What follows belongs to an exercise in optimizing a design on an open flow for small area and a short achievable clock period; a production flow would make more cautious choices. At most, simulation tests tie the RTL to the original design; equivalence was not proved. The RTL of runs 4 and 5 was laid out without a check of its function. Power figures rest on the tool's default switching activity, not on a simulated workload.

--- flow/design.v ---
`timescale 1ns / 1ps
module System(RESET, CLK, ENCRYPTED, PASSWD_INIT, FLAG, FOUND, TXD);
	input RESET;
	input CLK;
	input [0:39] ENCRYPTED;
	input [0:39] PASSWD_INIT;
	output FLAG;
	output FOUND;
	output TXD;
	function eqsum8;
		input [7:0] x, y, z;
		reg [7:0] k;
		begin
			k = (x & y) | ((x ^ y) & ~z);
			eqsum8 = (x ^ y ^ z) == {k[6:0], 1'b0};
		end
	endfunction
	function eqsum3;
		input [7:0] x, y, c, z;
		reg [7:0] s, k;
		begin
			s = x ^ y ^ c;
			k = (x & y) | (x & c) | (y & c);
			eqsum3 = eqsum8(s, {k[6:0], 1'b0}, z);
		end
	endfunction
	function [6:0] mod95;
		input [7:0] s;
		mod95 = (s >= 8'd95) ? s - 8'd95 : s[6:0];
	endfunction
	wire [6:0] e0 = ENCRYPTED[1:7];
	wire [6:0] e1 = ENCRYPTED[9:15];
	wire [6:0] e2 = ENCRYPTED[17:23];
	wire [6:0] e3 = ENCRYPTED[25:31];
	wire [6:0] e4 = ENCRYPTED[33:39];
	wire [6:0] I0 = PASSWD_INIT[1:7];
	wire [6:0] I1 = PASSWD_INIT[9:15];
	wire [6:0] I2 = PASSWD_INIT[17:23];
	wire [6:0] I3 = PASSWD_INIT[25:31];
	wire [6:0] I4 = PASSWD_INIT[33:39];
	reg rst_q;
	always @(posedge CLK) rst_q <= RESET;
	reg [6:0] p0, p1, p2, p3, p4;
	reg fv, f1, f02, f34;
	wire found = fv & f1 & f02 & f34;
	wire w4 = p4 == 7'd94;
	wire w3 = p3 == 7'd94;
	wire w2 = p2 == 7'd94;
	wire w1 = p1 == 7'd94;
	wire top = w4 & w3 & w2 & w1 & (p0 == 7'd94);
	wire stop = found | top;
	wire c4 = !stop;
	wire c3 = c4 & w4;
	wire c2 = c3 & w3;
	wire c1 = c2 & w2;
	wire c0 = c1 & w1;
	wire [6:0] i4 = c4 ? (w4 ? 7'd0 : p4 + 7'd1) : p4;
	wire [6:0] i3 = c3 ? (w3 ? 7'd0 : p3 + 7'd1) : p3;
	wire [6:0] i2 = c2 ? (w2 ? 7'd0 : p2 + 7'd1) : p2;
	wire [6:0] i1 = c1 ? (w1 ? 7'd0 : p1 + 7'd1) : p1;
	wire [6:0] i0 = c0 ? p0 + 7'd1 : p0;
	wire topn = (i0 == 7'd94) & (i1 == 7'd94) & (i2 == 7'd94) & (i3 == 7'd94) & (i4 == 7'd94);
	wire [7:0] e2p = e2 + 8'd2;
	wire [7:0] e4p = e4 + 8'd1;
	wire v = (e0 == mod95(e2p)) & (e3 == mod95(e4p));
	wire [6:0] h1 = e1[0] ? {1'b0, e1[6:1]} : {1'b0, e1[6:1]} + 7'd47;
	wire ptop = (e0 == 7'd0) & (e1 == 7'd94) & (e2 == 7'd93) & (e3 == 7'd2) & (e4 == 7'd1);
	wire r02 = eqsum8({1'b0, I0}, {1'b0, I2}, {1'b0, e2}) | eqsum3({1'b0, I0}, {1'b0, I2}, 8'd161, {1'b0, e2});
	wire r34 = eqsum3({1'b0, I3}, {1'b0, I4}, 8'd3, {1'b0, e4}) | eqsum3({1'b0, I3}, {1'b0, I4}, 8'd164, {1'b0, e4}) |
		((e4 == 7'd0) & (((I3 == 7'd93) & (I4 == 7'd94)) | ((I3 == 7'd94) & (I4 == 7'd93)))) |
		((e4 == 7'd1) & (I3 == 7'd94) & (I4 == 7'd94));
	wire topI = (I0 == 7'd94) & (I1 == 7'd94) & (I2 == 7'd94) & (I3 == 7'd94) & (I4 == 7'd94);
	wire [7:0] s02 = i0 + i2;
	wire [7:0] s34 = i3 + i4 + 8'd3;
	wire [6:0] w02 = mod95(s02);
	wire [6:0] w34 = (s34 >= 8'd190) ? s34 - 8'd190 : mod95(s34);
	reg [15:0] hb;    
	reg fl;
	always @(posedge CLK) begin
		if (RESET) begin
			p0 <= I0; p1 <= I1; p2 <= I2; p3 <= I3; p4 <= I4;
		end else begin
			p0 <= i0; p1 <= i1; p2 <= i2; p3 <= i3; p4 <= i4;
		end
		fv <= v;
		f1 <= (RESET ? I1 : i1) == h1;
		f02 <= RESET ? r02 : (w02 == e2);
		f34 <= RESET ? r34 : (w34 == e4);
		hb <= rst_q ? 16'd2 : hb + 16'd1;
		fl <= ((RESET ? topI : topn) & !ptop) | (hb[15] & !rst_q & !RESET);
	end
	assign FOUND = found;
	assign FLAG = fl;
	reg [8:0] ph;
	reg [3:0] j;
	reg [2:0] b;
	reg txd;
	wire [8:0] phe = rst_q ? 9'd0 : ph;
	wire slot_end = ph == 9'd431;
	wire done = b == 3'd6;
	always @(posedge CLK) begin
		ph <= stop ? ((phe == 9'd431) ? 9'd0 : phe + 9'd1) : 9'd0;
		if (rst_q) begin
			j <= 4'd6;
			b <= 3'd0;
		end else if (stop && slot_end) begin
			j <= (j == 4'd0) ? 4'd6 : j + 4'd1;
			if (j == 4'd0 && !done) b <= b + 3'd1;
		end
	end
	reg dbit;
	always @(*) begin
		case (b)
			3'd1: dbit = j[2:0] == 3'd7 ? 1'b0 : p0[j[2:0]];
			3'd2: dbit = j[2:0] == 3'd7 ? 1'b0 : p1[j[2:0]];
			3'd3: dbit = j[2:0] == 3'd7 ? 1'b0 : p2[j[2:0]];
			3'd4: dbit = j[2:0] == 3'd7 ? 1'b0 : p3[j[2:0]];
			3'd5: dbit = j[2:0] == 3'd7 ? 1'b0 : p4[j[2:0]];
			default: dbit = 1'b1;
		endcase
	end
	wire low = !done & ((j == 4'd7) | (j[3] & !dbit));
	always @(posedge CLK) txd <= RESET | rst_q | !low;
	assign TXD = txd;
endmodule
--- flow/run.sh ---
#!/bin/bash
# synth_recipe.tcl (not shown) runs the flow's synth.tcl, then flattens the netlist and writes it again
# the make line also repeats each setting of config.mk as NAME=value (left out here)
make -C /OpenROAD-flow-scripts/flow DESIGN_CONFIG=/design/flow/config.mk WORK_HOME=/design/flow/orfs CLKGATE_MAP_FILE= SYNTH_SCRIPT=/design/flow/synth_recipe.tcl finish
--- flow/config.mk ---
export PLATFORM = sky130hd
export DESIGN_NAME = System
export DESIGN_NICKNAME = System
export VERILOG_FILES = /design/flow/design.v
export SDC_FILE = /design/flow/constraint.sdc
export NUM_CORES = 4
export LEC_CHECK = 0
export CAP_MARGIN = 60
export CORE_MARGIN = 2
export CORE_UTILIZATION = 40
export SLEW_MARGIN = 80
--- flow/constraint.sdc ---
create_clock -name core_clock -period 17.0 [get_ports {CLK}]
set_input_delay 3.4000 -clock core_clock [delete_from_list [all_inputs] [get_ports {CLK}]]
set_output_delay 3.4000 -clock core_clock [all_outputs]
set_load 0.01 [all_outputs]
==> results of run 1 <==
-- worst max-delay path by stage --
stage	start	depth (start not counted)	slack, ns	end
global placement	ENCRYPTED[22]	12	10.04	fv$_DFF_P_
CTS	ENCRYPTED[22]	12	10.68	fv$_DFF_P_
floorplan	ENCRYPTED[22]	11	11.13	fv$_DFF_P_
global route	ENCRYPTED[22]	12	10.96	fv$_DFF_P_
detailed placement	ENCRYPTED[22]	12	10.32	fv$_DFF_P_
finish	ENCRYPTED[22]	12	11.16	fv$_DFF_P_
-- final cells by class --
| cell class | instances | area (sq um) |
|---|---|---|
| Clock inverter | 3 | 15.01 |
| Multi-Input combinational cell | 763 | 6515 |
| Sequential cell | 74 | 1514 |
| Fill cell | 1903 | 9452 |
| Clock buffer | 13 | 250.2 |
| Tap cell | 265 | 331.6 |
| Timing Repair Buffer | 99 | 859.6 |
| Inverter | 89 | 334.1 |
-- stage by stage --
stage / utilization / total power [uW] / hold WS, ns / area, sq um / setup slack [ns]
3_5_place_dp: 0.4834 / 571.0 / 0.4334 / 9316 / 10.32
3_3_place_gp: 0.4546 / 533.3 / 0.4257 / 8760 / 10.04
2_1_floorplan: - / 453.9 / 0.4132 / 7789 / 11.13
5_1_grt: 0.5095 / 811.1 / 0.4772 / 9819 / 10.96
6_report: 0.5095 / 758.7 / 0.4404 / 9819 / 11.16
4_1_cts: 0.4972 / 747.4 / 0.4411 / 9582 / 10.68
-- routing by layer --
layer,share of wire,GRT usage,vias to the layer above,wire length [um]
li1,-,-,3490,-
met3,0.038,0.03399,33,808
met4,0.020,0.07172,0,416
met1,0.47,0.2878,3248,10020
met5,0,0,-,0
met2,0.47,0.3341,168,9864
-- power by group --
part	switching (uW)	internal [uW]	leakage, uW
sequential	17.5	184	0.000614
combinational	204	179	0.00311
clock	71.6	102	0.000133
total	293	466	0.00385
-- cell usage in the layout, fill, tap and decap left out, types with 6 or more instances in the layout --
| master | instances |
|---|---|
| a21oi_1 | 29 |
| nand2b_1 | 7 |
| dfxtp_1 | 63 |
| buf_1 | 11 |
| a21oi_2 | 7 |
| and3_1 | 14 |
| xnor2_2 | 9 |
| o21ai_0 | 26 |
| dfxtp_2 | 6 |
| nand4_1 | 32 |
| nor3_1 | 17 |
| o21ai_1 | 6 |
| ha_1 | 73 |
| inv_1 | 84 |
| clkdlybuf4s50_1 | 61 |
| mux2i_1 | 20 |
| or3_1 | 8 |
| xnor2_4 | 7 |
| a31oi_1 | 6 |
| xor2_1 | 38 |
| xnor2_1 | 74 |
| o31ai_1 | 8 |
| clkbuf_16 | 9 |
| buf_2 | 18 |
| nor4_2 | 8 |
| nor2b_1 | 6 |
| fa_1 | 26 |
| mux2_2 | 6 |
| o211ai_1 | 10 |
| nand3_1 | 46 |
| nor2_1 | 72 |
| nand2_1 | 82 |
-- critical path, delay by kind of cell --
kind,cells,cell delay (ns)
buffers and inverters,2,0.27
adders and majority gates,1,0.37
and+or+nand+nor,3,1.18
AOI/OAI and AO/OA,6,0.86
-- sequential cells by signal, summed over array words and instances (netlist names), named ones only --
register	count
hb	16
ph	9
p1	7
p2	7
p3	7
p4	7
p0	6
j	4
b	3
f02	1
f1	1
f34	1
fl	1
fv	1
rst_q	1
txd	1
-- logic make-up after synthesis --
group,Yosys count,synth area share
compound gates,139,0.1171
xor+xnor,135,0.1561
fa+ha+maj,101,0.1873
buf+inv,117,0.05799
flops,74,0.1915
mux,35,0.05558
simple gates,353,0.2344
==> impl_metrics.json, run 1 <==
{
  "cts_buffer_depth": 2,
  "post_drt_wl_per_cell_um": 16.16,
  "finClkSkew_ns": 0.006420,
  "cp_slowest_cell": "or4b_2",
  "relSlewSlack": 0.7879,
  "hold_buffers": 0,
  "avgSynthCellArea_sq_um": 8.164,
  "via_per_inst": 5.313,
  "netlist_instances": 954,
  "clk-insertion-delay-late_ns": 0.35,
  "initial_utilization": 0.4042,
  "fin_crit_sh": 0.3434,
  "async_flop_share": 0,
  "holdPathStages": 1,
  "max_freq_mhz": 171.3,
  "grt_pass1_wl_mm": 34.02,
  "regToRegEndpoint": "f34$_DFF_P_",
  "drv_slew": 0,
  "core-area_sq_um": 19270,
  "diodes": 0,
  "drt_iter0_markers": 334,
  "cts_root_buf": "clkbuf_16",
  "port_buffers": 74,
  "path_max_fanout": 6,
  "arrival_ns": 6.08,
  "crit_path_start_kind": "primary input",
  "vias": 6939,
  "die-area_sq_um": 20600,
  "post_cts_buffers": 0,
  "status": "complete, no violations",
  "slowest_delay_ns": 0.71,
  "synth_top_area_share": 0.1876,
  "post_cts_resized": 0,
  "first_global_vias": 6714,
  "crit_top_cell": "a211oi_1",
  "min_to": "hb[0]$_SDFF_PP0_",
  "first_pass_iters": 4,
  "grt_max_degree": 25,
  "rr_worst_depth": 25,
  "netlist_area_sq_um": 7789,
  "clkTransAtPathRegs_ns": 0.06,
  "ir_drop_mv": 0.04561,
  "yosysWarnings": 1,
  "synthTopCellsByArea": "dfxtp_1, ha_1, xnor2_1",
  "worstPathRequired_ns": 17.25,
  "r2r_slack_ns": 11.41,
  "hold_class": "flop to flop",
  "ant_nets": 0,
  "worst_slew_pin_slew_ns": 0.3167,
  "io_pins": 85,
  "crit_type": "primary input to flop",
  "tritoncts": "built",
  "areaGrowthSynthToFinish_pct": 26.07,
  "die_y_um": 143.5,
  "synth_cell_type_count": 76,
  "final_nets": 1219,
  "p_leak_uw": 0.003852,
  "ys_seq_area_frac": 0.1915,
  "rsz0062_at_grt": "false",
  "fin_cells": 1306,
  "ys_seq_elements": 74,
  "dp_hpwl_mm": 16.93,
  "end_kind": "flop",
  "min_from": "hb[0]$_SDFF_PP0_",
  "synth_edf_count": 1,
  "grt_antenna_before_repair": 0,
  "r2r_start": "p1[0]$_DFF_P_",
  "p_per_area_nw_per_um2": 77.27,
  "cts_buffers": 9,
  "hold_viol_final": 0,
  "tns_ns": 0,
  "mappedNetlistNets": 1137,
  "clock_sinks": 74,
  "crit_chain": "buf_2 -> inv_2 -> ha_1 -> or4b_2 -> a21oi_2 -> a31oi_4 -> nand2b_1 -> nor3b_1 -> a211oi_1 -> a211oi_1 -> a21oi_1 -> a2111oi_4",
  "track_usage": 0.2095,
  "wirelength_mm": 21.11,
  "rows": 51,
  "die_w_um": 143.5,
  "max_cap_violations": 0,
  "grt_overflow": 0,
  "min_period_ns": 5.838,
  "drive_gt1_frac": 0.1537,
  "synth_flop_cell": "dfxtp_1",
  "final-setup-viol-count": 0,
  "ctsHtreeMaxLevel": 3,
  "drc": 0,
  "dp.cells": 1289,
  "gp_congestion": 0.9137,
  "synth_largest_area_cell": "dfxtp_1",
  "synth_common_cells": "inv_1, xnor2_1, nand2_1"
}
==> run 2, diff against run 1 <==
--- a/flow/config.mk
+++ b/flow/config.mk
@@ -7,5 +7,5 @@
 export LEC_CHECK = 0
-export CAP_MARGIN = 60
+export CAP_MARGIN = 20
 export CORE_MARGIN = 2
 export CORE_UTILIZATION = 40
-export SLEW_MARGIN = 80
+export SLEW_MARGIN = 20
==> impl_metrics.json, run 2 <==
{
  "grt_antenna_before_repair": 0,
  "cts_root_buf": "clkbuf_16",
  "fin_crit_sh": 0.3942,
  "crit_type": "primary input to flop",
  "clk-insertion-delay-late_ns": 0.34,
  "netlist_area_sq_um": 7789,
  "tritoncts": "built",
  "clock_sinks": 74,
  "hold_viol_final": 0,
  "post_cts_buffers": 0,
  "synth_top_area_share": 0.1876,
  "relSlewSlack": 0.3328,
  "p_leak_uw": 0.003657,
  "synth_flop_cell": "dfxtp_1",
  "rows": 51,
  "ir_drop_mv": 0.04111,
  "end_kind": "flop",
  "die_y_um": 143.5,
  "netlist_instances": 954,
  "gp_congestion": 0.9137,
  "max_cap_violations": 0,
  "crit_path_start_kind": "primary input",
  "dp_hpwl_mm": 16.24,
  "multi_input_area_sq_um": 5864,
  "track_usage": 0.2030,
  "worst_slew_pin_slew_ns": 0.9994,
  "async_flop_share": 0,
  "status": "complete, no violations",
  "cp_slowest_cell": "or4b_2",
  "crit_chain": "clkdlybuf4s50_1 -> inv_1 -> ha_1 -> or4b_2 -> a21oi_1 -> a31oi_1 -> nand2b_1 -> nor3b_1 -> a211oi_1 -> a211oi_1 -> a21oi_1 -> a2111oi_0",
  "areaGrowthSynthToFinish_pct": 16.47,
  "hold_buffers": 0,
  "ys_seq_area_frac": 0.1915,
  "mappedNetlistNets": 1137,
  "rsz0062_at_grt": "false",
  "largest_register_ffs": 16,
  "grt_overflow": 0,
  "io_pins": 85,
  "synth_edf_count": 1,
  "drv_slew": 0,
  "hold_class": "flop to flop",
  "drt_iter0_markers": 354,
  "vias": 6811,
  "ant_nets": 0,
  "die_w_um": 143.5,
  "synth_common_cells": "inv_1, xnor2_1, nand2_1",
  "grt_max_degree": 69,
  "path_max_fanout": 6,
  "synth_cell_type_count": 76,
  "diodes": 0,
  "initial_utilization": 0.4042,
  "p_per_area_nw_per_um2": 80.11,
  "die-area_sq_um": 20600,
  "grt_pass1_wl_mm": 33.28,
  "synthTopCellsByArea": "dfxtp_1, ha_1, xnor2_1",
  "tns_ns": 0,
  "via_per_inst": 5.309,
  "critical_path.top_delay_family": "simple AND/OR/NAND/NOR gates",
  "first_pass_iters": 4,
  "regArea_sq_um": 1491,
  "final-setup-viol-count": 0,
  "worstPathRequired_ns": 17.20,
  "yosysWarnings": 1,
  "finClkSkew_ns": 0.01013,
  "wirelength_mm": 20.24,
  "p_total_uw": 726.7,
  "fill_cells": 1991,
  "avgSynthCellArea_sq_um": 8.164,
  "slowest_delay_ns": 0.68,
  "min_period_ns": 6.702,
  "first_global_vias": 6541,
  "cts_buffers": 9,
  "synth_largest_area_cell": "dfxtp_1",
  "port_buffers": 74,
  "post_cts_resized": 0,
  "top_regs": "hb x16, ph x9",
  "regMostFlops": "hb",
  "arrival_ns": 6.90,
  "final_cell_mix": "inv_1, xnor2_1, nand2_1, nor2_1, ha_1",
  "path_buf_inv": 2,
  "max_freq_mhz": 149.2,
  "clkTransAtPathRegs_ns": 0.06,
  "ys_seq_elements": 74,
  "final_nets": 1196,
  "core-area_sq_um": 19270,
  "ctsHtreeMaxLevel": 3,
  "drive_gt1_frac": 0.05108,
  "cts_buffer_depth": 2,
  "post_drt_wl_per_cell_um": 15.77,
  "drc": 0
}
==> run 2: cell counts after synthesis <==
No cell type changed its count.
==> run 2: kinds of logic (layout without fill, tap and decap cells) <==
logic type               count (synthesis)  in the layout  synth area share
AND/OR/NAND/NOR                        353            353            0.2344
AO/OA/AOI/OAI                          139            139            0.1171
XOR/XNOR                               135            135            0.1561
buffers and inverters                  117            181           0.05799
adder cells (fa/ha/maj)                101            101            0.1873
flip-flops                              74             74            0.1915
multiplexers                            35             35           0.05558
==> run 2: path summary, 6_finish.rpt <==
| kind | start | to | slack [ns] | depth (start not counted) |
|---|---|---|---|---|
| min reg2reg | hb[0]$_SDFF_PP0_ | hb[0]$_SDFF_PP0_ | 0.44 | 1 |
| min | hb[0]$_SDFF_PP0_ | hb[0]$_SDFF_PP0_ | 0.44 | 1 |
| max | ENCRYPTED[22] | fv$_DFF_P_ | 10.30 | 12 |
| max reg2reg | p1[0]$_DFF_P_ | f34$_DFF_P_ | 11.54 | 22 |
==> run 2: worst register-to-register path: stages (launching register included) <==
cell       delay (ns)
dfxtp_1          0.50
inv_1            0.08
ha_1             0.19
and4b_1          0.27
and3_1           0.28
a2111oi_4        0.64
and4_1           0.32
xor2_1           0.22
and2_1           0.20
ha_1             0.24
ha_1             0.33
a21oi_1          0.14
nor2_1           0.05
nor2_1           0.17
o21bai_1         0.09
a21oi_1          0.17
xnor2_1          0.23
mux2_2           0.38
mux2i_1          0.19
xnor2_1          0.09
nor3_1           0.17
nand3_1          0.10
o41ai_1          0.30
==> run 2: report_power, final <==
part           total [uW]  internal, uW  leakage, uW  switching (uW)
Clock                 192           122     0.000147            70.6
Sequential            201           184     0.000612            16.9
Combinational         333           155      0.00290             179
Total                 727           460      0.00366             266
==> run 2: metrics by stage <==
step                      instances  instance area (sq um)  setup WS [ns]  utilization  hold WS, ns
after detailed placement       1267                   8760          10.01       0.4546       0.4336
final                          1283                   9071          10.30       0.4707       0.4416
after CTS                      1283                   9059          10.36       0.4701       0.4413
after floorplan                 954                   7789          11.13            -       0.4132
after global routing           1283                   9071          9.987       0.4707       0.4786
after global placement         1267                   8760          10.04       0.4546       0.4257
==> run 2: layer usage <==
metal  part of all wire  vias up  global-route usage
li1                   -     3441                   -
met1               0.49     3218              0.2838
met2               0.46      125              0.3311
met3              0.032       27             0.02366
met4              0.017        0             0.05573
met5                  0        -                   0
==> run 2: final cells by class <==
type,count,share of cell area
sequential,74,0.1644
timing repair buffer,76,0.08276
tap,265,0.03655
multi-input combinational,763,0.6465
clock buffer,14,0.02910
clock inverter,2,0.003862
inverter,89,0.03683
==> run 3, diff against run 2 <==
==> flow/flow/run.sh (new file) <==
#!/bin/bash
export BUFFER_PORTS_ARGS="-buffer_cell sky130_fd_sc_hd__buf_2"
bash standard.sh > standard.log 2>&1
==> flow/standard.sh (new file) <==
#!/bin/bash
# synth_recipe.tcl (not shown) runs the flow's synth.tcl, then flattens the netlist and writes it again
# the make line also repeats each setting of config.mk as NAME=value (left out here)
make -C /OpenROAD-flow-scripts/flow DESIGN_CONFIG=/design/flow/config.mk WORK_HOME=/design/flow/orfs CLKGATE_MAP_FILE= SYNTH_SCRIPT=/design/flow/synth_recipe.tcl "${@:-finish}"
removed: flow/run.sh
==> impl_metrics.json, run 3 <==
{
  "status": "complete, no violations",
  "post_dp_cell_area_sq_um": 8394,
  "tns_ns": 0,
  "gp_congestion": 0.8928,
  "ys_seq_area_frac": 0.1915,
  "synth_compound_area_frac": 0.1171,
  "tritoncts": "built",
  "avgSynthCellArea_sq_um": 8.164,
  "first_pass_iters": 4,
  "synthAdderAreaFrac": 0.1873,
  "rsz0062_at_grt": "false",
  "synth_top_family_by_area": "simple AND/OR/NAND/NOR gates",
  "post_cts_buffers": 0,
  "die_y_um": 143.5,
  "first_global_vias": 6459,
  "path_max_fanout": 6,
  "ant_nets": 0,
  "crit_type": "primary input to flop",
  "final-setup-viol-count": 0,
  "io_pins": 85,
  "grt_max_degree": 69,
  "drv_slew": 0,
  "drt_iter0_markers": 416,
  "fin_crit_sh": 0.3661,
  "max_cap_violations": 0,
  "grt_overflow": 0,
  "worstPathRequired_ns": 17.18,
  "hold_viol_final": 0,
  "cts_buffers": 9,
  "rr_worst_depth": 22,
  "final_cell_mix": "inv_1, xnor2_1, nand2_1, nor2_1, ha_1",
  "fin_area_sq_um": 8677,
  "netlist_area_sq_um": 7789,
  "yosysWarnings": 1,
  "port_buffers": 74,
  "synth_cell_type_count": 76,
  "areaGrowthSynthToFinish_pct": 11.41,
  "die_w_um": 143.5,
  "muxShareOfSynthArea": 0.05558,
  "ctsHtreeMaxLevel": 3,
  "wirelength_mm": 19.57,
  "synth_flop_cell": "dfxtp_1",
  "hold_buffers": 0,
  "synthTopCellsByArea": "dfxtp_1, ha_1, xnor2_1",
  "mappedNetlistNets": 1137,
  "synth_top_area_share": 0.1876,
  "synth_common_cells": "inv_1, xnor2_1, nand2_1",
  "netlist_instances": 954,
  "end_kind": "flop",
  "synth_edf_count": 1,
  "post_cts_resized": 0,
  "relSlewSlack": 0.2359,
  "dp_hpwl_mm": 15.77,
  "synth_simple_gate_area_frac": 0.2344,
  "holdPathStages": 1,
  "core-area_sq_um": 19270,
  "min_period_ns": 6.223,
  "clkTransAtPathRegs_ns": 0.06,
  "regMostFlops": "hb",
  "worst_slew_pin_slew_ns": 1.144,
  "grt_pass1_wl_mm": 32.78,
  "drc": 0,
  "via_per_inst": 5.235,
  "synth_largest_area_cell": "dfxtp_1",
  "p_leak_uw": 0.003652,
  "arrival_ns": 6.40,
  "synth_xor_area_frac": 0.1561,
  "die-area_sq_um": 20600,
  "ir_drop_mv": 0.04446,
  "hold_class": "flop to flop",
  "ys_seq_elements": 74,
  "p_per_area_nw_per_um2": 81.00,
  "clk-insertion-delay-late_ns": 0.34,
  "diodes": 0,
  "track_usage": 0.1978,
  "top_regs": "hb x16, ph x9",
  "grt_antenna_before_repair": 0,
  "final_nets": 1196,
  "async_flop_share": 0,
  "finClkSkew_ns": 0.006576,
  "largest_register_ffs": 16,
  "cts_root_buf": "clkbuf_16",
  "initial_utilization": 0.4042,
  "post_drt_wl_per_cell_um": 15.25,
  "rows": 51,
  "crit_path_start_kind": "primary input",
  "p_total_uw": 702.8,
  "clock_sinks": 74,
  "cts_buffer_depth": 2,
  "max_freq_mhz": 160.7,
  "drive_gt1_frac": 0.1248,
  "vias": 6717
}
==> run 3: cells by family (layout without fill, tap and decap cells) <==
family / after synthesis / count (layout)
adders and majority gates: 101 / 101
buffers and inverters: 117 / 181
and+or+nand+nor: 353 / 353
muxes: 35 / 35
xor gates and xnor gates: 135 / 135
AOI/OAI and AO/OA: 139 / 139
DFF: 74 / 74
==> run 3: worst paths after layout <==
check	startpoint	to	slack, ns
max	ENCRYPTED[22]	fv$_DFF_P_	10.78
min	hb[0]$_SDFF_PP0_	hb[0]$_SDFF_PP0_	0.44
max reg2reg	p1[0]$_DFF_P_	f34$_DFF_P_	11.12
min reg2reg	hb[0]$_SDFF_PP0_	hb[0]$_SDFF_PP0_	0.44
==> run 3: critical path, stage by stage <==
cell,delay (ns)
buf_2,0.15
inv_1,0.16
ha_1,0.37
or4b_2,0.67
a21oi_1,0.21
a31oi_1,0.15
nand2b_1,0.29
nor3b_1,0.23
a211oi_1,0.07
a211oi_1,0.17
a21oi_1,0.07
a2111oi_0,0.45
==> run 3: power breakdown <==
| part | switching (uW) | internal (uW) |
|---|---|---|
| Clock | 72.6 | 106 |
| Combinational | 178 | 146 |
| Sequential | 15.5 | 184 |
==> run 3: layer usage <==
metal | track usage | routed length (um) | vias up
met5 | 0 | 0 | -
met4 | 0.05521 | 320 | 0
met3 | 0.02732 | 712 | 25
met2 | 0.3158 | 9016 | 137
met1 | 0.2791 | 9517 | 3126
li1 | - | - | 3429
==> run 3: metrics by stage <==
step	worst slack [ns]	util	std cells	hold WS, ns
floorplan	11.13	-	954	0.4132
CTS	10.83	0.4503	1283	0.4514
global placement	10.54	0.4356	1267	0.4273
global route	10.56	0.4503	1283	0.4674
finish	10.78	0.4503	1283	0.4448
detailed placement	10.48	0.4356	1267	0.4404
==> run 3: area by class of cell <==
cell class | count | area [sq um]
clock buffer | 12 | 256.5
timing repair buffer | 76 | 385.4
clock inverter | 4 | 26.28
inverter | 89 | 334.1
multi-input combinational | 763 | 5852
tap | 265 | 331.6
fill | 1975 | 10590
sequential | 74 | 1491
==> run 4, diff against run 3 <==
--- a/flow/design.v
+++ b/flow/design.v
@@ -9,2 +9,15 @@
 	output TXD;
+	function [7:0] add8;
+		input [7:0] x, y;
+		input ci;
+		integer k;
+		reg c;
+		begin
+			c = ci;
+			for (k = 0; k < 8; k = k + 1) begin
+				add8[k] = x[k] ^ y[k] ^ c;
+				c = (x[k] & y[k]) | (c & (x[k] ^ y[k]));
+			end
+		end
+	endfunction
 	function eqsum8;
@@ -26,5 +39,14 @@
 	endfunction
-	function [6:0] mod95;
-		input [7:0] s;
-		mod95 = (s >= 8'd95) ? s - 8'd95 : s[6:0];
+	function [6:0] inc7;
+		input [6:0] x;
+		input c;
+		integer k;
+		reg t;
+		begin
+			t = c;
+			for (k = 0; k < 7; k = k + 1) begin
+				inc7[k] = x[k] ^ t;
+				t = t & x[k];
+			end
+		end
 	endfunction
@@ -56,13 +78,12 @@
 	wire c0 = c1 & w1;
-	wire [6:0] i4 = c4 ? (w4 ? 7'd0 : p4 + 7'd1) : p4;
-	wire [6:0] i3 = c3 ? (w3 ? 7'd0 : p3 + 7'd1) : p3;
-	wire [6:0] i2 = c2 ? (w2 ? 7'd0 : p2 + 7'd1) : p2;
-	wire [6:0] i1 = c1 ? (w1 ? 7'd0 : p1 + 7'd1) : p1;
-	wire [6:0] i0 = c0 ? p0 + 7'd1 : p0;
-	wire topn = (i0 == 7'd94) & (i1 == 7'd94) & (i2 == 7'd94) & (i3 == 7'd94) & (i4 == 7'd94);
-	wire [7:0] e2p = e2 + 8'd2;
-	wire [7:0] e4p = e4 + 8'd1;
-	wire v = (e0 == mod95(e2p)) & (e3 == mod95(e4p));
-	wire [6:0] h1 = e1[0] ? {1'b0, e1[6:1]} : {1'b0, e1[6:1]} + 7'd47;
+	wire [6:0] i4 = (c3) ? 7'd0 : inc7(p4, c4);
+	wire [6:0] i3 = (c2) ? 7'd0 : inc7(p3, c3);
+	wire [6:0] i2 = (c1) ? 7'd0 : inc7(p2, c2);
+	wire [6:0] i1 = (c0) ? 7'd0 : inc7(p1, c1);
+	wire [6:0] i0 = inc7(p0, c0);
+	wire topn = top | (c4 & (p4 == 7'd93) & w3 & w2 & w1 & (p0 == 7'd94));
+	wire v = (eqsum8({1'b0, e2}, 8'd2, {1'b0, e0}) | eqsum8({1'b0, e2}, 8'd163, {1'b0, e0})) &
+	         (eqsum8({1'b0, e4}, 8'd1, {1'b0, e3}) | eqsum8({1'b0, e4}, 8'd162, {1'b0, e3}));
 	wire ptop = (e0 == 7'd0) & (e1 == 7'd94) & (e2 == 7'd93) & (e3 == 7'd2) & (e4 == 7'd1);
+	wire r1 = ((I1 == e1[6:1]) & e1[0]) | eqsum8({I1, 1'b1}, 8'd161, {1'b0, e1});
 	wire r02 = eqsum8({1'b0, I0}, {1'b0, I2}, {1'b0, e2}) | eqsum3({1'b0, I0}, {1'b0, I2}, 8'd161, {1'b0, e2});
@@ -72,7 +93,15 @@
 	wire topI = (I0 == 7'd94) & (I1 == 7'd94) & (I2 == 7'd94) & (I3 == 7'd94) & (I4 == 7'd94);
-	wire [7:0] s02 = i0 + i2;
-	wire [7:0] s34 = i3 + i4 + 8'd3;
-	wire [6:0] w02 = mod95(s02);
-	wire [6:0] w34 = (s34 >= 8'd190) ? s34 - 8'd190 : mod95(s34);
-	reg [15:0] hb;    
+	wire [7:0] u1 = add8({i1, 1'b1}, 8'd161, 1'b0);
+	wire q1 = ((i1 == e1[6:1]) & e1[0]) | (u1 == {1'b0, e1});
+	wire [7:0] s02 = add8({1'b0, i0}, {1'b0, i2}, 1'b0);
+	wire [7:0] s02b = add8(s02, 8'd161, 1'b0);
+	wire q02 = (s02 == {1'b0, e2}) | (s02b == {1'b0, e2});
+	wire [7:0] s34 = add8({1'b0, i3}, {1'b0, i4}, 1'b1);    
+	wire [7:0] s34a = add8(s34, 8'd2, 1'b0);               
+	wire [7:0] s34b = add8(s34, 8'd163, 1'b0);             
+	wire q34 = (s34a == {1'b0, e4}) | (s34b == {1'b0, e4}) |
+		((e4 == 7'd0) & (s34a == 8'd190)) | ((e4 == 7'd1) & (s34a == 8'd191));
+	reg [14:0] hx;
+	reg hb15;
+	wire hz = hx[13:0] == 14'd0;
 	reg fl;
@@ -85,7 +114,8 @@
 		fv <= v;
-		f1 <= (RESET ? I1 : i1) == h1;
-		f02 <= RESET ? r02 : (w02 == e2);
-		f34 <= RESET ? r34 : (w34 == e4);
-		hb <= rst_q ? 16'd2 : hb + 16'd1;
-		fl <= ((RESET ? topI : topn) & !ptop) | (hb[15] & !rst_q & !RESET);
+		f1 <= RESET ? r1 : q1;
+		f02 <= RESET ? r02 : q02;
+		f34 <= RESET ? r34 : q34;
+		hx <= rst_q ? 15'd4 : {hx[13:0], hx[14] ^ hx[13] ^ hz};
+		hb15 <= rst_q ? 1'b0 : hb15 ^ (hz & !hx[14]);
+		fl <= ((RESET ? topI : topn) & !ptop) | (hb15 & !rst_q & !RESET);
 	end
@@ -101,3 +131,3 @@
 	always @(posedge CLK) begin
-		ph <= stop ? ((phe == 9'd431) ? 9'd0 : phe + 9'd1) : 9'd0;
+		ph <= (stop && phe != 9'd431) ? {phe[8:1] ^ {(&phe[7:0]), (&phe[6:0]), (&phe[5:0]), (&phe[4:0]), (&phe[3:0]), (&phe[2:0]), (&phe[1:0]), phe[0]}, ~phe[0]} : 9'd0;
 		if (rst_q) begin
@@ -106,4 +136,4 @@
 		end else if (stop && slot_end) begin
-			j <= (j == 4'd0) ? 4'd6 : j + 4'd1;
-			if (j == 4'd0 && !done) b <= b + 3'd1;
+			j <= (j == 4'd0) ? 4'd6 : {j[3] ^ (&j[2:0]), j[2] ^ (&j[1:0]), j[1] ^ j[0], ~j[0]};
+			if (j == 4'd0 && !done) b <= {b[2] ^ (&b[1:0]), b[1] ^ b[0], ~b[0]};
 		end
==> impl_metrics.json, run 4 <==
{
  "synth_largest_area_cell": "dfxtp_1",
  "synth_top_area_share": 0.2083,
  "ant_nets": 0,
  "drv_slew": 0,
  "drive_gt1_frac": 0.1386,
  "yosysWarnings": 1,
  "grt_pass1_wl_mm": 27.92,
  "final_nets": 1091,
  "grt_antenna_before_repair": 0,
  "fin_crit_sh": 0.3793,
  "die-area_sq_um": 18860,
  "finClkSkew_ns": 0.006657,
  "pwr-share-clk": 0.349,
  "worstPathRequired_ns": 17.18,
  "end_kind": "flop",
  "netlist_area_sq_um": 7111,
  "ir_drop_mv": 0.06340,
  "avgSynthCellArea_sq_um": 8.967,
  "worstSetupEndpoint": "f02$_DFF_P_",
  "drc": 0,
  "crit_start": "p1[5]$_DFF_P_",
  "first_global_vias": 5535,
  "wirelength_mm": 16.66,
  "ys_seq_elements": 74,
  "async_flop_share": 0,
  "netlist_instances": 793,
  "synthTopCellsByArea": "dfxtp_1, ha_1, fa_1",
  "path_max_fanout": 8,
  "arrival_ns": 6.63,
  "synth_edf_count": 0,
  "synth_cell_type_count": 63,
  "combPwrFrac": 0.363,
  "cts_buffers": 9,
  "areaGrowthSynthToFinish_pct": 13.14,
  "track_usage": 0.1900,
  "regMostFlops": "hx",
  "first_pass_iters": 5,
  "top_regs": "hx x15, ph x9",
  "final_common_cell": "ha_1",
  "p_int_uw": 461.6,
  "r2r_slack_ns": 10.55,
  "io_pins": 85,
  "cts_buffer_depth": 2,
  "tns_ns": 0,
  "die_y_um": 137.3,
  "gp_congestion": 0.8638,
  "post_cts_resized": 0,
  "post_dp_cell_area_sq_um": 7677,
  "synth_flop_cell": "dfxtp_1",
  "grt_max_degree": 74,
  "dp_hpwl_mm": 13.77,
  "largest_register_ffs": 15,
  "rr_worst_depth": 22,
  "rsz0062_at_grt": "false",
  "vias": 5542,
  "final-setup-viol-count": 0,
  "p_sw_uw": 206.9,
  "status": "complete, no violations",
  "drt_iter0_markers": 288,
  "die_w_um": 137.3,
  "max_cap_violations": 0,
  "p_per_area_nw_per_um2": 83.10,
  "relSlewSlack": 0.5044,
  "hold_viol_final": 0,
  "grt_overflow": 0,
  "rows": 48,
  "post_drt_wl_per_cell_um": 15.27,
  "port_buffers": 74,
  "final.setup.worst_slack_ns": 10.55,
  "fin_cells": 1091,
  "seqPwrFrac": 0.288,
  "tritoncts": "built",
  "post_cts_buffers": 0,
  "max_freq_mhz": 155.1,
  "r2r_start": "p1[5]$_DFF_P_",
  "ys_seq_area_frac": 0.2083,
  "worst_slew_pin_slew_ns": 0.7434,
  "dp.cells": 1075,
  "final_cell_mix": "ha_1, inv_1, dfxtp_1, buf_2, nand2_1",
  "place_ws_ns": 10.57,
  "clkTransAtPathRegs_ns": 0.06,
  "core-area_sq_um": 17360,
  "regToRegEndpoint": "f02$_DFF_P_",
  "hold_buffers": 0,
  "crit_type": "flop to flop",
  "hold_ws_ns": 0.4535,
  "initial_utilization": 0.4097,
  "cts_root_buf": "clkbuf_16",
  "diodes": 0,
  "synth_common_cells": "ha_1, inv_1, dfxtp_1",
  "fin_area_sq_um": 8045,
  "yosysMostFrequentCell": "ha_1",
  "p_leak_uw": 0.003750,
  "ctsHtreeMaxLevel": 3,
  "fill_cells": 1709,
  "clock_sinks": 74,
  "crit_path_start_kind": "flop",
  "mappedNetlistNets": 1023,
  "via_per_inst": 5.080,
  "clk-insertion-delay-late_ns": 0.34,
  "hold_class": "flop to flop",
  "min_period_ns": 6.447,
  "switching_share": 0.3095
}
run 4: cell count changes after synthesis, sizes merged, moves of 13 or more:
cell and change:
nor2b +20, a21oi -25, nand2 -19, mux2i -16
xnor2 -31, nand3 -34, nor2 -49, and3 -13
inv +22, ha +37
run 4: worst min-delay path by stage:
| stage | from | slack (ns) | depth (start not counted) | endpoint |
|---|---|---|---|---|
| after floorplan | hx[1]$_SDFF_PP0_ | 0.42 | 1 | hx[2]$_SDFF_PP1_ |
| after CTS | hx[1]$_SDFF_PP0_ | 0.45 | 1 | hx[2]$_SDFF_PP1_ |
| after global routing | hx[0]$_SDFF_PP0_ | 0.48 | 1 | hx[1]$_SDFF_PP0_ |
| after global placement | hx[1]$_SDFF_PP0_ | 0.43 | 1 | hx[2]$_SDFF_PP1_ |
| after detailed placement | hx[1]$_SDFF_PP0_ | 0.44 | 1 | hx[2]$_SDFF_PP1_ |
| final | hx[1]$_SDFF_PP0_ | 0.45 | 1 | hx[2]$_SDFF_PP1_ |
run 4: routing by layer:
metal	GRT usage	wire length [um]
met5	0	0
met4	0.04124	194
met3	0.03127	598
met2	0.3074	7672
met1	0.2662	8193
run 4: power by group through the flow:
stage	Combinational [uW]	Clock, uW	Sequential [uW]
after CTS	245	239	193
after global placement	241	0	196
after floorplan	184	0	193
after global routing	278	245	194
after detailed placement	242	0	196
final	243	233	193
run 4: kinds of logic (layout without fill, tap and decap cells):
logic type	Yosys count	count (layout)	synth area share
xor gates and xnor gates	98	98	0.1218
buffers and inverters	130	203	0.07267
and+or+nand+nor	242	242	0.1855
DFF	74	74	0.2083
muxes	21	21	0.03977
AOI/OAI and AO/OA	80	80	0.07355
adders and majority gates	148	148	0.2984
run 4: critical path, stage by stage (launching register included):
cell       delay (ns)
dfxtp_1          0.33
nand4bb_1        0.27
or4_4            0.63
o21bai_4         0.23
or3_1            0.29
inv_2            0.11
ha_1             0.28
and2_1           0.15
ha_1             0.15
inv_1            0.05
fa_1             0.44
fa_1             0.47
fa_1             0.47
fa_1             0.47
fa_1             0.46
fa_1             0.59
inv_1            0.05
ha_1             0.28
xnor2_1          0.13
nand4_1          0.07
nor2_1           0.05
nor3_1           0.23
a31oi_1          0.08
run 4: layout make-up:
class                   instances  area (sq um)  share of cell area
multi-input cells             589          5112              0.6355
clock buffers                  11         242.7             0.03017
clock inverters                 5         125.1             0.01555
well taps                     225         281.5             0.03499
inverters                     111         416.7             0.05179
flip-flops and latches         74          1481              0.1841
repair buffers                 76         385.4             0.04790
run 4: through the flow:
| stage | utilization | total power (uW) |
|---|---|---|
| 6_report | 0.4635 | 668.5 |
| 5_1_grt | 0.4635 | 717.6 |
| 4_1_cts | 0.4635 | 677.6 |
| 3_5_place_dp | 0.4423 | 438.7 |
| 3_3_place_gp | 0.4423 | 437.4 |
| 2_1_floorplan | - | 378.0 |
==> run 5, diff against run 4 <==
==> flow/flow/run.sh (replaced) <==
#!/bin/bash
export BUFFER_PORTS_ARGS="-buffer_cell sky130_fd_sc_hd__buf_2"
bash standard.sh SETUP_SLACK_MARGIN=12.3 finish > standard.log 2>&1
==> impl_metrics.json, run 5 <==
{
  "crit_chain": "nand4bb_4 -> or4_4 -> o21bai_4 -> buf_6 -> or3_4 -> inv_4 -> ha_4 -> and2_4 -> ha_4 -> inv_2 -> fa_2 -> fa_2 -> fa_2 -> fa_2 -> fa_2 -> fa_1 -> inv_1 -> ha_1 -> xnor2_1 -> nand4_1 -> nor2_1 -> nor3_1 -> a31oi_1",
  "port_buffers": 74,
  "crit_path_start_kind": "flop",
  "die_y_um": 137.3,
  "final-setup-viol-count": 0,
  "switching_share": 0.3342,
  "finClkSkew_ns": 0.009811,
  "crit_type": "flop to flop",
  "drt_iter0_markers": 244,
  "drc": 0,
  "largest_register_ffs": 15,
  "clock_sinks": 74,
  "crit_top_cell": "fa_2",
  "ir_drop_mv": 0.05335,
  "first_global_vias": 5646,
  "relSlewSlack": 0.5247,
  "grt_antenna_before_repair": 0,
  "combPwrFrac": 0.408,
  "rr_worst_depth": 23,
  "clkTransAtPathRegs_ns": 0.06,
  "yosysMostFrequentCell": "ha_1",
  "regMostFlops": "hx",
  "p_sw_uw": 214.8,
  "dp.cells": 1075,
  "synth_largest_area_cell": "dfxtp_1",
  "drv_slew": 0,
  "max_cap_violations": 0,
  "core-area_sq_um": 17360,
  "ctsHtreeMaxLevel": 3,
  "ys_seq_elements": 74,
  "fin_crit_sh": 0.3190,
  "areaGrowthSynthToFinish_pct": 18.07,
  "drive_gt1_frac": 0.2113,
  "synth_flop_cell": "dfxtp_1",
  "track_usage": 0.1951,
  "rsz0062_at_grt": "true",
  "p_per_area_nw_per_um2": 76.55,
  "tns_ns": 0,
  "synth_edf_count": 0,
  "cp_slowest_cell": "or4_4",
  "netlist_area_sq_um": 7111,
  "fin_cells": 1110,
  "grt_pass1_wl_mm": 28.31,
  "clk-insertion-delay-late_ns": 0.34,
  "worstPathRequired_ns": 17.26,
  "p_int_uw": 427.9,
  "netlist_instances": 793,
  "synthTopCellsByArea": "dfxtp_1, ha_1, fa_1",
  "post_drt_wl_per_cell_um": 15.62,
  "avgSynthCellArea_sq_um": 8.967,
  "holdPathStages": 1,
  "wirelength_mm": 17.34,
  "status": "complete, no violations",
  "final_nets": 1112,
  "hold_buffers": 0,
  "cts_buffers": 9,
  "hold_class": "flop to flop",
  "hold_viol_final": 0,
  "arrival_ns": 5.69,
  "grt_max_degree": 73,
  "place_ws_ns": 11.30,
  "slowest_delay_ns": 0.54,
  "end_kind": "flop",
  "seqPwrFrac": 0.302,
  "yosysWarnings": 1,
  "max_freq_mhz": 184.4,
  "hold_ws_ns": 0.4424,
  "synth_cell_type_count": 63,
  "ys_seq_area_frac": 0.2083,
  "min_period_ns": 5.423,
  "synth_common_cells": "ha_1, inv_1, dfxtp_1",
  "cts_buffer_depth": 2,
  "p_leak_uw": 0.003818,
  "diodes": 0,
  "first_pass_iters": 4,
  "final_common_cell": "inv_1",
  "async_flop_share": 0,
  "die_w_um": 137.3,
  "final_cell_mix": "inv_1, ha_1, buf_2, dfxtp_1, nand2_1",
  "tritoncts": "built",
  "fin_util": 0.4837,
  "mappedNetlistNets": 1023,
  "rows": 48,
  "die-area_sq_um": 18860,
  "final.setup.worst_slack_ns": 11.58,
  "vias": 5689,
  "pwr-share-clk": 0.290,
  "synth_top_area_share": 0.2083,
  "via_per_inst": 5.125,
  "path_max_fanout": 3,
  "cts_root_buf": "clkbuf_16",
  "gp_congestion": 0.9224,
  "top_regs": "hx x15, ph x9",
  "ant_nets": 0,
  "io_pins": 85,
  "worst_slew_pin_slew_ns": 0.7130,
  "dp_hpwl_mm": 14.10,
  "grt_overflow": 0,
  "initial_utilization": 0.4097
}
[run 5: power groups by stage]
stage / registers (uW) / clock network, uW / logic [uW]
floorplan: 194 / 0 / 188
global placement: 197 / 0 / 244
detailed placement: 197 / 0 / 248
CTS: 193 / 190 / 254
global route: 195 / 197 / 298
finish: 194 / 186 / 262
[run 5: cell type report]
type,instances,area (sq um)
repair buffers,97,571.8
multi-input cells,589,5343
inverters,111,426.7
flip-flops and latches,74,1488
fillers,1634,8961
clock inverters,2,38.79
well taps,225,281.5
clock buffers,12,246.5
[run 5: per-stage QoR]
stage          area [sq um]  power [uW]
2_1_floorplan          7211       381.6
3_3_place_gp           7774       441.1
3_5_place_dp           7774       444.4
4_1_cts                8249       638.1
5_1_grt                8396       690.6
6_report               8396       642.7
[run 5: final timing paths]
check,from,to,slack [ns]
worst max-delay path,p0[0]$_DFF_P_,f02$_DFF_P_,11.58
worst min-delay path,hx[1]$_SDFF_PP0_,hx[2]$_SDFF_PP1_,0.44
worst max register to register,p0[0]$_DFF_P_,f02$_DFF_P_,11.58
worst min register to register,hx[1]$_SDFF_PP0_,hx[2]$_SDFF_PP1_,0.44
[run 5: kinds of logic (layout without fill, tap and decap cells)]
group                      Yosys count  count (layout)  synth area share
and+or+nand+nor                    242             242            0.1855
adders and majority gates          148             148            0.2984
buffers and inverters              130             222           0.07267
xor gates and xnor gates            98              98            0.1218
AOI/OAI and AO/OA                   80              80           0.07355
DFF                                 74              74            0.2083
muxes                               21              21           0.03977
[run 5: worst max-delay path: cells and delay by family (launching register included)]
family	cells	cell delay, ns
fa+ha+maj	9	2.90
simple gates	7	1.27
compound gates	2	0.39
flops	1	0.33
buf+inv	4	0.25
xor+xnor	1	0.17
[run 5: what timing repair did]
item	CTS	global route
setup endpoints to repair	3	5
pin swaps	19	14
buffers inserted	14	7
resized for setup	26	15
[run 5: per-layer routing]
metal	global-route usage	wire length [um]	vias to the layer above	part of all wire
li1	-	-	2865	-
met1	0.2620	8250	2703	0.48
met5	0	0	-	0
met4	0.07159	412	0	0.024
met3	0.02281	556	26	0.032
met2	0.3223	8123	95	0.47
==> run 6, diff against run 5 <==
--- a/flow/design.v
+++ b/flow/design.v
@@ -83,3 +83,10 @@
 	wire [6:0] i0 = inc7(p0, c0);
-	wire topn = top | (c4 & (p4 == 7'd93) & w3 & w2 & w1 & (p0 == 7'd94));
+	function eqk9;
+		input [8:0] x, y, kc;
+		reg [8:0] c;
+		begin
+			c = (x & y) | ((x | y) & ~kc);
+			eqk9 = (x ^ y ^ kc) == {c[7:0], 1'b0};
+		end
+	endfunction
 	wire v = (eqsum8({1'b0, e2}, 8'd2, {1'b0, e0}) | eqsum8({1'b0, e2}, 8'd163, {1'b0, e0})) &
@@ -87,18 +94,20 @@
 	wire ptop = (e0 == 7'd0) & (e1 == 7'd94) & (e2 == 7'd93) & (e3 == 7'd2) & (e4 == 7'd1);
-	wire r1 = ((I1 == e1[6:1]) & e1[0]) | eqsum8({I1, 1'b1}, 8'd161, {1'b0, e1});
-	wire r02 = eqsum8({1'b0, I0}, {1'b0, I2}, {1'b0, e2}) | eqsum3({1'b0, I0}, {1'b0, I2}, 8'd161, {1'b0, e2});
-	wire r34 = eqsum3({1'b0, I3}, {1'b0, I4}, 8'd3, {1'b0, e4}) | eqsum3({1'b0, I3}, {1'b0, I4}, 8'd164, {1'b0, e4}) |
-		((e4 == 7'd0) & (((I3 == 7'd93) & (I4 == 7'd94)) | ((I3 == 7'd94) & (I4 == 7'd93)))) |
-		((e4 == 7'd1) & (I3 == 7'd94) & (I4 == 7'd94));
-	wire topI = (I0 == 7'd94) & (I1 == 7'd94) & (I2 == 7'd94) & (I3 == 7'd94) & (I4 == 7'd94);
-	wire [7:0] u1 = add8({i1, 1'b1}, 8'd161, 1'b0);
-	wire q1 = ((i1 == e1[6:1]) & e1[0]) | (u1 == {1'b0, e1});
-	wire [7:0] s02 = add8({1'b0, i0}, {1'b0, i2}, 1'b0);
-	wire [7:0] s02b = add8(s02, 8'd161, 1'b0);
-	wire q02 = (s02 == {1'b0, e2}) | (s02b == {1'b0, e2});
-	wire [7:0] s34 = add8({1'b0, i3}, {1'b0, i4}, 1'b1);    
-	wire [7:0] s34a = add8(s34, 8'd2, 1'b0);               
-	wire [7:0] s34b = add8(s34, 8'd163, 1'b0);             
-	wire q34 = (s34a == {1'b0, e4}) | (s34b == {1'b0, e4}) |
-		((e4 == 7'd0) & (s34a == 8'd190)) | ((e4 == 7'd1) & (s34a == 8'd191));
+	wire [6:0] h1a = {1'b0, e1[6:1]};
+	wire [6:0] h1b = {1'b0, e1[6:1]} + 7'd47;
+	wire [6:0] n0 = RESET ? I0 : i0;
+	wire [6:0] n1 = RESET ? I1 : i1;
+	wire [6:0] n2 = RESET ? I2 : i2;
+	wire [6:0] n3 = RESET ? I3 : i3;
+	wire [6:0] n4 = RESET ? I4 : i4;
+	wire [6:0] ne2 = ~e2;
+	wire [6:0] a02 = n0 ^ n2 ^ ne2;
+	wire [6:0] b02 = (n0 & n2) | (n0 & ne2) | (n2 & ne2);
+	wire q02 = eqk9({2'b0, a02}, {1'b0, b02, 1'b0}, 9'd127) | eqk9({2'b0, a02}, {1'b0, b02, 1'b0}, 9'd222);
+	wire [6:0] ne4 = ~e4;
+	wire [6:0] a34 = n3 ^ n4 ^ ne4;
+	wire [6:0] b34 = (n3 & n4) | (n3 & ne4) | (n4 & ne4);
+	wire q34 = eqk9({2'b0, a34}, {1'b0, b34, 1'b0}, 9'd124) | eqk9({2'b0, a34}, {1'b0, b34, 1'b0}, 9'd219) |
+	           eqk9({2'b0, a34}, {1'b0, b34, 1'b0}, 9'd314);
+	wire q1 = e1[0] ? (n1 == h1a) : (n1 == h1b);
+	wire topN = (n0 == 7'd94) & (n1 == 7'd94) & (n2 == 7'd94) & (n3 == 7'd94) & (n4 == 7'd94);
 	reg [14:0] hx;
@@ -108,14 +117,10 @@
 	always @(posedge CLK) begin
-		if (RESET) begin
-			p0 <= I0; p1 <= I1; p2 <= I2; p3 <= I3; p4 <= I4;
-		end else begin
-			p0 <= i0; p1 <= i1; p2 <= i2; p3 <= i3; p4 <= i4;
-		end
+		p0 <= n0; p1 <= n1; p2 <= n2; p3 <= n3; p4 <= n4;
 		fv <= v;
-		f1 <= RESET ? r1 : q1;
-		f02 <= RESET ? r02 : q02;
-		f34 <= RESET ? r34 : q34;
+		f1 <= q1;
+		f02 <= q02;
+		f34 <= q34;
 		hx <= rst_q ? 15'd4 : {hx[13:0], hx[14] ^ hx[13] ^ hz};
 		hb15 <= rst_q ? 1'b0 : hb15 ^ (hz & !hx[14]);
-		fl <= ((RESET ? topI : topn) & !ptop) | (hb15 & !rst_q & !RESET);
+		fl <= (topN & !ptop) | (hb15 & !rst_q & !RESET);
 	end
==> flow/flow/run.sh (replaced) <==
#!/bin/bash
export BUFFER_PORTS_ARGS="-buffer_cell sky130_fd_sc_hd__buf_2"
bash standard.sh > standard.log 2>&1
==> impl_metrics.json, run 6 <==
{
  "status": "complete, no violations",
  "max_cap_violations": 0,
  "grt_overflow": 0,
  "relSlewSlack": 0.4877,
  "max_freq_mhz": 155.7,
  "pwr-share-clk": 0.398,
  "top_regs": "hx x15, ph x9",
  "dp_hpwl_mm": 10.92,
  "cts_buffer_depth": 2,
  "initial_utilization": 0.4057,
  "port_buffers": 74,
  "avgSynthCellArea_sq_um": 8.984,
  "ctsHtreeMaxLevel": 3,
  "seqPwrFrac": 0.360,
  "final_nets": 867,
  "mappedNetlistNets": 796,
  "wirelength_mm": 13.27,
  "grt_antenna_before_repair": 0,
  "die_y_um": 122.2,
  "track_usage": 0.1893,
  "drt_iter0_markers": 155,
  "min_period_ns": 6.424,
  "post_dp_cell_area_sq_um": 6135,
  "end_kind": "flop",
  "worstPathRequired_ns": 17.25,
  "fin_crit_sh": 0.3779,
  "p_per_area_nw_per_um2": 82.81,
  "min_to": "hx[2]$_SDFF_PP1_",
  "synth_edf_count": 0,
  "switching_share": 0.2805,
  "rows": 43,
  "async_flop_share": 0,
  "netlist_area_sq_um": 5588,
  "arrival_ns": 6.67,
  "clock_sinks": 74,
  "core-area_sq_um": 13770,
  "synth_common_cells": "ha_1, inv_1, dfxtp_1",
  "netlist_instances": 622,
  "grt_max_degree": 69,
  "holdPathStages": 1,
  "io_pins": 85,
  "min_from": "hx[1]$_SDFF_PP0_",
  "cts_buffers": 9,
  "post_drt_wl_per_cell_um": 15.11,
  "clkTransAtPathRegs_ns": 0.05,
  "gp_congestion": 0.8922,
  "path_max_fanout": 68,
  "tritoncts": "built",
  "worst_slew_pin_slew_ns": 0.7565,
  "largest_register_ffs": 15,
  "areaGrowthSynthToFinish_pct": 15.85,
  "crit_path_start_kind": "primary input",
  "first_pass_iters": 5,
  "die_w_um": 122.2,
  "synth_top_area_share": 0.2651,
  "yosysWarnings": 1,
  "drc": 0,
  "synth_flop_cell": "dfxtp_1",
  "hold_buffers": 0,
  "clk-insertion-delay-late_ns": 0.34,
  "via_per_inst": 5.173,
  "final_common_cell": "ha_1",
  "final-setup-viol-count": 0,
  "ys_seq_elements": 74,
  "r2r_slack_ns": 12.09,
  "finClkSkew_ns": 0.009269,
  "ant_nets": 0,
  "crit_type": "primary input to flop",
  "first_global_vias": 4664,
  "p_leak_uw": 0.003080,
  "yosysMostFrequentCell": "ha_1",
  "p_int_uw": 385.7,
  "synth_cell_type_count": 66,
  "regMostFlops": "hx",
  "fin_area_sq_um": 6474,
  "fill_cells": 1411,
  "grt_pass1_wl_mm": 22.14,
  "synthTopCellsByArea": "dfxtp_1, ha_1, inv_1",
  "die-area_sq_um": 14930,
  "hold_viol_final": 0,
  "cts_root_buf": "clkbuf_16",
  "p_sw_uw": 150.4,
  "drive_gt1_frac": 0.1719,
  "post_cts_buffers": 0,
  "ys_seq_area_frac": 0.2651,
  "vias": 4542,
  "rsz0062_at_grt": "false",
  "regToRegEndpoint": "f02$_DFF_P_",
  "post_cts_resized": 0,
  "combPwrFrac": 0.242,
  "hold_class": "flop to flop",
  "final_cell_mix": "ha_1, inv_1, dfxtp_1, buf_2, nand2_1",
  "diodes": 0,
  "rr_worst_depth": 20,
  "r2r_start": "p3[5]$_DFF_P_",
  "tns_ns": 0,
  "drv_slew": 0,
  "synth_largest_area_cell": "dfxtp_1",
  "ir_drop_mv": 0.04770
}
## run 6: area by class of cell
class / count / area [sq um] / area share
Multi-Input combinational cell: 456 / 3757 / 0.5804
Inverter: 76 / 285.3 / 0.04407
Clock buffer: 12 / 266.5 / 0.04117
Clock inverter: 4 / 72.57 / 0.01121
Tap cell: 180 / 225.2 / 0.03479
Timing Repair Buffer: 76 / 385.4 / 0.05953
Sequential cell: 74 / 1481 / 0.2288
## run 6: how the worst max path moves through the flow
stage | start | endpoint | slack [ns]
6_report | RESET | f02$_DFF_P_ | 10.58
5_1_grt | RESET | f02$_DFF_P_ | 10.26
4_1_cts | RESET | f02$_DFF_P_ | 10.52
3_5_place_dp | RESET | f02$_DFF_P_ | 10.16
3_3_place_gp | RESET | fl$_DFF_P_ | 10.22
2_1_floorplan | RESET | f02$_DFF_P_ | 10.71
## run 6: cell families (layout without fill, tap and decap cells)
group	Yosys count	in the layout	synth area share
AND/OR/NAND/NOR	206	206	0.2082
AO/OA/AOI/OAI	79	79	0.09852
multiplexers	25	25	0.05755
flip-flops	74	74	0.2651
adder cells (fa/ha/maj)	92	92	0.2235
XOR/XNOR	54	54	0.08464
buffers and inverters	92	168	0.06247
## run 6: through the flow
step                utilization  hold WS, ns  power [uW]  cells  setup WS [ns]
floorplan                     -       0.4152       290.1    622          10.71
global placement         0.4454       0.4220       323.6    862          10.22
detailed placement       0.4454       0.4332       326.5    862          10.16
CTS                      0.4700       0.4444       541.6    878          10.52
global route             0.4700       0.4747       568.2    878          10.26
finish                   0.4700       0.4434       536.1    878          10.58
## run 6: power groups by stage
| stage | clock network, uW | registers [uW] | logic (uW) |
|---|---|---|---|
| floorplan | 0 | 193 | 96.7 |
| global placement | 0 | 196 | 127 |
| detailed placement | 0 | 197 | 130 |
| CTS | 218 | 193 | 131 |
| global route | 224 | 194 | 150 |
| finish | 213 | 193 | 130 |
## run 6: layer usage
layer | GRT usage | vias to the layer above | wire length (um)
met5 | 0 | - | 0
met3 | 0.04448 | 31 | 610
met4 | 0.07184 | 0 | 350
met1 | 0.2354 | 2124 | 6045
met2 | 0.3177 | 81 | 6262
li1 | - | 2306 | -
## run 6: worst max-delay path: stages
cell	delay (ns)
buf_2	0.07
buf_4	0.53
clkinv_1	0.53
a31oi_1	0.55
fa_1	0.53
inv_1	0.07
ha_1	0.23
xor2_1	0.16
nor3_1	0.21
a221oi_1	0.13
a211oi_1	0.24
==> run 7, diff against run 6 <==
==> flow/flow/run.sh (replaced) <==
#!/bin/bash
export BUFFER_PORTS_ARGS="-buffer_cell sky130_fd_sc_hd__buf_2"
bash standard.sh SETUP_SLACK_MARGIN=11.6 finish > standard.log 2>&1
==> impl_metrics.json, run 7 <==
{
  "status": "complete, no violations",
  "hold_viol_final": 0,
  "relSlewSlack": 0.4147,
  "min_from": "hx[1]$_SDFF_PP0_",
  "drc": 0,
  "wirelength_mm": 14.72,
  "final_common_cell": "ha_1",
  "port_buffers": 74,
  "first_pass_iters": 4,
  "crit_start": "RESET",
  "final-setup-viol-count": 0,
  "cts_root_buf": "clkbuf_16",
  "io_pins": 85,
  "diodes": 0,
  "drive_gt1_frac": 0.2172,
  "path_max_fanout": 9,
  "r2r_start": "p3[5]$_DFF_P_",
  "first_global_vias": 4828,
  "grt_pass1_wl_mm": 23.12,
  "rows": 43,
  "cts_buffer_depth": 2,
  "post_drt_wl_per_cell_um": 16.56,
  "max_cap_violations": 0,
  "drv_slew": 0,
  "areaGrowthSynthToFinish_pct": 22.39,
  "clk-insertion-delay-late_ns": 0.34,
  "drt_iter0_markers": 250,
  "grt_antenna_before_repair": 0,
  "crit_type": "primary input to flop",
  "synthTopCellsByArea": "dfxtp_1, ha_1, inv_1",
  "worst_slew_pin_slew_ns": 0.8643,
  "cts_buffers": 9,
  "rsz0062_at_grt": "true",
  "die_y_um": 122.2,
  "max_freq_mhz": 186.1,
  "top_regs": "hx x15, ph x9",
  "clkTransAtPathRegs_ns": 0.06,
  "worstPathRequired_ns": 17.25,
  "synth_largest_area_cell": "dfxtp_1",
  "grt_max_degree": 35,
  "p_leak_uw": 0.003212,
  "yosysMostFrequentCell": "ha_1",
  "via_per_inst": 5.295,
  "synth_top_area_share": 0.2651,
  "finClkSkew_ns": 0.006893,
  "rr_worst_depth": 20,
  "clock_sinks": 74,
  "hold_buffers": 0,
  "die_w_um": 122.2,
  "synth_cell_type_count": 66,
  "core-area_sq_um": 13770,
  "dp_hpwl_mm": 11.11,
  "netlist_area_sq_um": 5588,
  "die-area_sq_um": 14930,
  "avgSynthCellArea_sq_um": 8.984,
  "final_cell_mix": "ha_1, inv_1, dfxtp_1, buf_2, nand2_1",
  "ctsHtreeMaxLevel": 3,
  "crit_path_start_kind": "primary input",
  "tritoncts": "built",
  "largest_register_ffs": 15,
  "end_kind": "flop",
  "track_usage": 0.1996,
  "fin_crit_sh": 0.3160,
  "synth_edf_count": 0,
  "tns_ns": 0,
  "synth_flop_cell": "dfxtp_1",
  "fin_util": 0.4965,
  "synth_common_cells": "ha_1, inv_1, dfxtp_1",
  "yosysWarnings": 1,
  "min_period_ns": 5.372,
  "hold_class": "flop to flop",
  "async_flop_share": 0,
  "regMostFlops": "hx",
  "holdPathStages": 1,
  "mappedNetlistNets": 796,
  "ys_seq_area_frac": 0.2651,
  "p_per_area_nw_per_um2": 82.94,
  "netlist_instances": 622,
  "vias": 4707,
  "ant_nets": 0,
  "gp_congestion": 0.8422,
  "final_nets": 879,
  "arrival_ns": 5.63,
  "r2r_slack_ns": 11.97,
  "initial_utilization": 0.4057,
  "ir_drop_mv": 0.05515,
  "grt_overflow": 0,
  "ys_seq_elements": 74
}
run 7: cell types whose count changed in the layout (fill, tap and decap cells not counted), moves of 3 or more:
cell,change
buf_4,+5
nand2_1,-3
nand2_2,+3
ha_1,-3
buf_6,+3
o21ai_0,-3
run 7: through the flow:
stage	setup WS (ns)	cell area, sq um	cells	hold WS, ns	total power (uW)
6_report	11.63	6839	889	0.4558	567.2
3_3_place_gp	10.21	6147	862	0.4236	324.6
5_1_grt	11.52	6839	889	0.4804	595.3
4_1_cts	11.59	6605	879	0.4652	552.8
2_1_floorplan	11.28	5653	622	0.4152	292.9
3_5_place_dp	10.11	6147	862	0.4360	329.1
run 7: area by class of cell:
| type | instances | area (sq um) |
|---|---|---|
| Timing Repair Buffer | 88 | 571.8 |
| Clock buffer | 10 | 239.0 |
| Clock inverter | 5 | 102.6 |
| Tap cell | 180 | 225.2 |
| Fill cell | 1336 | 6934 |
| Multi-Input combinational cell | 456 | 3926 |
| Inverter | 76 | 292.8 |
| Sequential cell | 74 | 1481 |
run 7: logic make-up after synthesis:
| logic type | after synthesis | share of synthesized area |
|---|---|---|
| buffers and inverters | 92 | 0.06247 |
| AO/OA/AOI/OAI | 79 | 0.09852 |
| flip-flops | 74 | 0.2651 |
| AND/OR/NAND/NOR | 206 | 0.2082 |
| multiplexers | 25 | 0.05755 |
| adder cells (fa/ha/maj) | 92 | 0.2235 |
| XOR/XNOR | 54 | 0.08464 |
run 7: worst max-delay path: stages:
cell and delay, ns:
buf_8 0.09, buf_12 0.13, buf_6 0.16, inv_8 0.07
a31oi_4 0.21, fa_1 0.47, inv_1 0.11, ha_4 0.21
xor2_2 0.19, nor3_2 0.26, a221oi_2 0.11, a211oi_2 0.22
run 7: per-layer routing:
| layer | vias to the layer above | share of wire | global-route usage |
|---|---|---|---|
| li1 | 2330 | - | - |
| met1 | 2243 | 0.45 | 0.2492 |
| met2 | 108 | 0.48 | 0.3394 |
| met3 | 26 | 0.041 | 0.04026 |
| met4 | 0 | 0.024 | 0.07471 |
| met5 | - | 0 | 0 |
run 7: power breakdown:
part | internal (uW) | switching [uW]
clock network | 146 | 72.9
registers | 184 | 9.10
logic | 74.4 | 80.4
total | 405 | 162
run 7: final timing paths:
check                                         to
worst min register to register  hx[2]$_SDFF_PP1_
worst min-delay path            hx[2]$_SDFF_PP1_
worst max register to register       f02$_DFF_P_
worst max-delay path                 f02$_DFF_P_
run 7: timing repair:
action | 4_1_cts | 5_1_grt
setup endpoints to repair | 3 | 3
gates resized for setup | 11 | 36
cloned | 2 | 0
setup buffers | 0 | 10
pin swaps | 0 | 14

## separate check: timing with driven ports
In the flow no input, the clock included, has a driving cell. The finished layouts below were timed again as built, in two steps. Step 1 sets driving cells, clkbuf_16 on the clock port and buf_2 on the other inputs (assumed; they add their load-dependent delay and slew). Step 2 moves the port delays by t, midway between the first and last clock arrival at a register: inputs arrive t later, outputs are due t later. That takes back most of the time a late clock gives input paths. a / b / c = ideal / step 1 / step 2; a / b = the first two.
run	shift t [ns]	setup slack, ns	hold WS [ns]	slew at the worst register clock pin (ns)	worst data-port slew with drivers (ns)
run 1	0.384	11.162 / 11.169 / 10.786	0.440 / 0.440 / 0.440	0.06 / 0.06	0.04
run 2	0.378	10.298 / 10.305 / 9.927	0.442 / 0.442 / 0.442	0.06 / 0.06	0.04
run 3	0.378	10.777 / 10.792 / 10.415	0.445 / 0.445 / 0.445	0.06 / 0.06	0.04
run 4	0.374	10.553 / 10.553 / 10.553	0.453 / 0.453 / 0.453	0.06 / 0.06	0.04
run 5	0.375	11.577 / 11.577 / 11.518	0.442 / 0.442 / 0.442	0.06 / 0.06	0.06
run 6	0.374	10.576 / 10.590 / 10.216	0.443 / 0.443 / 0.443	0.06 / 0.06	0.05
run 7	0.369	11.628 / 11.616 / 11.246	0.456 / 0.456 / 0.456	0.06 / 0.06	0.05
After both steps every run listed still meets setup and hold. For run 7, which loses most, drivers alone change the setup slack by -0.012 ns; drivers and shift together by -0.382 ns.
